This is an optimization exercise on Yosys and OpenROAD, whose aim is small area and a short achievable clock period, not a production implementation. RTL that was checked went through simulation tests only; none was proved equivalent to the original. Power is estimated from default activity; no workload was simulated.

==> inputs of willow <==
// s_axi_template
module s_axi_template #(
		parameter integer C_S_AXI_ID_WIDTH	= 1,
		parameter integer C_S_AXI_DATA_WIDTH	= 64,
		parameter integer C_S_AXI_ADDR_WIDTH	= 32,
		parameter integer C_S_AXI_AWUSER_WIDTH	= 1,
		parameter integer C_S_AXI_ARUSER_WIDTH	= 1,
		parameter integer C_S_AXI_WUSER_WIDTH	= 1,
		parameter integer C_S_AXI_RUSER_WIDTH	= 1,
		parameter integer C_S_AXI_BUSER_WIDTH	= 1
	)
	(
		output wire [15:0] P_buf,  
		output wire [15:0] A_dbg,
		output wire [15:0] B_dbg,
		output wire [15:0] C_dbg,
		output wire [ 3:0] mode_sel_dbg,
		input wire  S_AXI_ACLK,
		input wire  S_AXI_ARESETN,
		input wire [C_S_AXI_ID_WIDTH-1 : 0] S_AXI_AWID,
		input wire [C_S_AXI_ADDR_WIDTH-1 : 0] S_AXI_AWADDR,
		input wire [7 : 0] S_AXI_AWLEN,
		input wire [2 : 0] S_AXI_AWSIZE,
		input wire [1 : 0] S_AXI_AWBURST,
		input wire  S_AXI_AWLOCK,
		input wire [3 : 0] S_AXI_AWCACHE,
		input wire [2 : 0] S_AXI_AWPROT,
		input wire [3 : 0] S_AXI_AWQOS,
		input wire [3 : 0] S_AXI_AWREGION,
		input wire [C_S_AXI_AWUSER_WIDTH-1 : 0] S_AXI_AWUSER,
		input wire  S_AXI_AWVALID,
		output wire  S_AXI_AWREADY,
		input wire [C_S_AXI_DATA_WIDTH-1 : 0] S_AXI_WDATA,
		input wire [(C_S_AXI_DATA_WIDTH/8)-1 : 0] S_AXI_WSTRB,
		input wire  S_AXI_WLAST,
		input wire [C_S_AXI_WUSER_WIDTH-1 : 0] S_AXI_WUSER,
		input wire  S_AXI_WVALID,
		output wire  S_AXI_WREADY,
		output wire [C_S_AXI_ID_WIDTH-1 : 0] S_AXI_BID,
		output wire [1 : 0] S_AXI_BRESP,
		output wire [C_S_AXI_BUSER_WIDTH-1 : 0] S_AXI_BUSER,
		output wire  S_AXI_BVALID,
		input wire  S_AXI_BREADY,
		input wire [C_S_AXI_ID_WIDTH-1 : 0] S_AXI_ARID,
		input wire [C_S_AXI_ADDR_WIDTH-1 : 0] S_AXI_ARADDR,
		input wire [7 : 0] S_AXI_ARLEN,
		input wire [2 : 0] S_AXI_ARSIZE,
		input wire [1 : 0] S_AXI_ARBURST,
		input wire  S_AXI_ARLOCK,
		input wire [3 : 0] S_AXI_ARCACHE,
		input wire [2 : 0] S_AXI_ARPROT,
		input wire [3 : 0] S_AXI_ARQOS,
		input wire [3 : 0] S_AXI_ARREGION,
		input wire [C_S_AXI_ARUSER_WIDTH-1 : 0] S_AXI_ARUSER,
  ...
clock: 10.0 ns
lec_check: 0
abc_area: 1
abc_clock_period_in_ps: 4000
cap_margin: 20
core_margin: 2
core_utilization: 40
cts_buf_list: sky130_fd_sc_hd__clkbuf_4 sky130_fd_sc_hd__clkbuf_8
cts_cluster_size: 40
setup_slack_margin: 5
slew_margin: 20
standard.sh (not shown) runs the stock make flow with config.mk's settings and CLKGATE_MAP_FILE= SYNTH_SCRIPT=/design/flow/synth_recipe.tcl, a recipe that flattens the netlist after the stock synthesis.
==> flow/flow/run.sh <==
#!/bin/bash
# The standard layout (standard.sh) with these changes:
#  - the port buffers are sky130_fd_sc_hd__buf_1 instead of the cell that
#    buffer_ports picks by itself;
#  - resizing may change a cell's footprint (MATCH_CELL_FOOTPRINT=0);
#  - the constant outputs share one tie cell (SKIP_REPAIR_TIE_FANOUT=1).
# ORFS writes each step's log under orfs/logs; make's own output goes to standard.log.
set -euo pipefail
bash standard.sh BUFFER_PORTS_ARGS="-buffer_cell sky130_fd_sc_hd__buf_1" MATCH_CELL_FOOTPRINT=0 SKIP_REPAIR_TIE_FANOUT=1 finish > standard.log 2>&1
==> sierra: changes against willow <==
==> flow/flow/run.sh (replaced) <==
#!/bin/bash
# The standard layout (standard.sh) with these changes:
#  - the port buffers are sky130_fd_sc_hd__buf_1 instead of the cell that
#    buffer_ports picks by itself;
#  - resizing may change a cell's footprint (MATCH_CELL_FOOTPRINT=0);
#  - the constant outputs share one tie cell (SKIP_REPAIR_TIE_FANOUT=1);
#  - timing repair aims for 5.4 ns of setup slack (SETUP_SLACK_MARGIN=5.4).
# ORFS writes each step's log under orfs/logs; make's own output goes to standard.log.
set -euo pipefail
bash standard.sh BUFFER_PORTS_ARGS="-buffer_cell sky130_fd_sc_hd__buf_1" MATCH_CELL_FOOTPRINT=0 SKIP_REPAIR_TIE_FANOUT=1 SETUP_SLACK_MARGIN=5.4 finish > standard.log 2>&1
GPL_TIMING_DRIVEN = 0   (was unset)
SETUP_SLACK_MARGIN = unset   (was 5)
==> zinc: changes against willow <==
--- a/flow/design.v
+++ b/flow/design.v
@@ -493,24 +493,27 @@
 	wire [15:0] W = S_AXI_WDATA[15:0];
 	wire [15:0] A_wr;
 	wire [15:0] A_nx = rst ? 16'd0 : A_wr;
 	wire [15:0] B_nx = rst ? 16'd0 : (wbeat & wsel[1]) ? W : B;
 	wire [15:0] C_nx = rst ? 16'd0 : (wbeat & wsel[2]) ? W : C;
 	wire [ 3:0] M_nx = rst ? 4'd0  : (wbeat & wsel[3]) ? W[3:0] : mode_sel;
-	wire [15:0] Bi_nx = rst ? 16'd0 :
-	                    (mode_sel[2:0] == 3'b000) ? 16'd0 :
+	wire [15:0] Bi_m  = (mode_sel[2:0] == 3'b000) ? 16'd0 :
 	                    (mode_sel[2:1] == 2'b10)  ? 16'd1 : B;
-	wire [15:0] Ci_nx = (~rst & (mode_sel[2] | (mode_sel[1] & mode_sel[0]))) ? C : 16'd0;
+	wire [15:0] Ci_m  = (mode_sel[2] | (mode_sel[1] & mode_sel[0])) ? C : 16'd0;
+	wire [15:0] Bi_nx = rst ? 16'd0 : Bi_m;
+	wire [15:0] Ci_nx = rst ? 16'd0 : Ci_m;
 	wire        Sub_nx = mode_sel[0];
+	reg         rst_d;
 	always @(posedge S_AXI_ACLK) begin
 		A        <= A_nx;
 		B        <= B_nx;
 		C        <= C_nx;
 		mode_sel <= M_nx;
 		B_in     <= Bi_nx;
 		C_in     <= Ci_nx;
+		rst_d    <= rst;
 	end
 	assign A_dbg        = A;
 	assign B_dbg        = B_in;
 	assign C_dbg        = C_in;
 	assign mode_sel_dbg = mode_sel;
 	wire [15:0] cs_s, cs_y, cs_z;
@@ -521,14 +524,14 @@
 	reg  [ 1:0] P_f;
 	xbip_multadd_0 MultAdd (
 		.WV (S_AXI_WVALID),
 		.ARM(axi_wready & wsel[0]),
 		.W  (W),
 		.AQ (A),
-		.B  (Bi_nx),
-		.X  (Ci_nx ^ {16{Sub_nx}}),
+		.B  (Bi_m),
+		.X  (Ci_m ^ {16{Sub_nx}}),
 		.CI (Sub_nx),
 		.AW (A_wr),
 		.S  (cs_s),
 		.Y  (cs_y),
 		.Z  (cs_z),
 		.E  (cs_e),
@@ -538,13 +541,13 @@
 		P_s <= cs_s;
 		P_y <= cs_y;
 		P_z <= cs_z;
 		P_e <= cs_e;
 		P_f <= cs_f;
 	end
-	wire P_en = (~mode_sel[2] & ~mode_sel[0]) | (mode_sel[1] & mode_sel[0]);
+	wire P_en = ~rst_d & ((~mode_sel[2] & ~mode_sel[0]) | (mode_sel[1] & mode_sel[0]));
 	mul_final MultFinal (
 		.S (P_s),
 		.Y (P_y),
 		.Z (P_z),
 		.E (P_e),
 		.F (P_f),
==> flow/flow/run.sh (replaced) <==
#!/bin/bash
# The standard layout (standard.sh), with the port buffers made from
# sky130_fd_sc_hd__buf_1 instead of the cell buffer_ports picks by itself.
set -euo pipefail
bash standard.sh BUFFER_PORTS_ARGS="-buffer_cell sky130_fd_sc_hd__buf_1" MATCH_CELL_FOOTPRINT=0 finish > standard.log 2>&1
ABC_AREA = unset   (was 1)
==> amber: changes against willow <==
==> flow/flow/run.sh (replaced) <==
#!/bin/bash
# The standard layout (standard.sh), with the port buffers made from
# sky130_fd_sc_hd__buf_1 instead of the cell buffer_ports picks by itself.
set -euo pipefail
bash standard.sh BUFFER_PORTS_ARGS="-buffer_cell sky130_fd_sc_hd__buf_1" MATCH_CELL_FOOTPRINT=0 SKIP_REPAIR_TIE_FANOUT=1 finish > standard.log 2>&1
ABC_AREA = unset   (was 1)
==> summary of the runs <==
- sierra passed the timing, design-rule and antenna checks. zinc finished clean. amber passed the timing, design-rule and antenna checks. willow completed with no timing, DRC or antenna violations.
- Of amber and sierra, sierra has the higher synthesized cell count (gap 4.5%, measured against sierra).
- The lowest register-to-register slack belongs to zinc, the highest to sierra.
- Combinational power: sierra > willow > zinc > amber.
- Flip-flop and latch count: zinc is higher than willow (1).
Function not checked in zinc: the RTL went through the layout flow alone.

[afterwards: timing with drivers on the ports]
No port has a modelled driver above. Below, the same layouts with a new extraction and two added sets of constraints.
Step 1 assumes that a clkbuf_16 drives the clock port and a buf_2 every other input.
Step 2 moves the port delays by t, midway between the first and last clock arrival at a register: inputs arrive t later, outputs are due t later. That takes back most of the time a late clock gives input paths.
Three values: ideal ports, drivers, drivers and shift; two values: the first two.
run | shift t [ns] | slack for setup (ns) | hold WS [ns] | worst setup path after step 2 | cell pins on the clock port's net
willow | 0.490 | 5.177 / 5.193 / 4.702 | 0.456 / 0.456 / 0.456 | input to register | 1
sierra | 0.508 | 5.350 / 5.306 / 4.941 | 0.457 / 0.457 / 0.457 | input to register | 1
zinc | 0.514 | 5.089 / 5.102 / 4.588 | 0.456 / 0.456 / 0.456 | input to register | 1
amber | 0.497 | 5.105 / 5.117 / 4.628 | 0.462 / 0.462 / 0.462 | input to register | 1
After both steps every run listed still meets setup and hold. For zinc, which loses most, drivers alone change the setup slack by +0.013 ns; drivers and shift together by -0.501 ns.
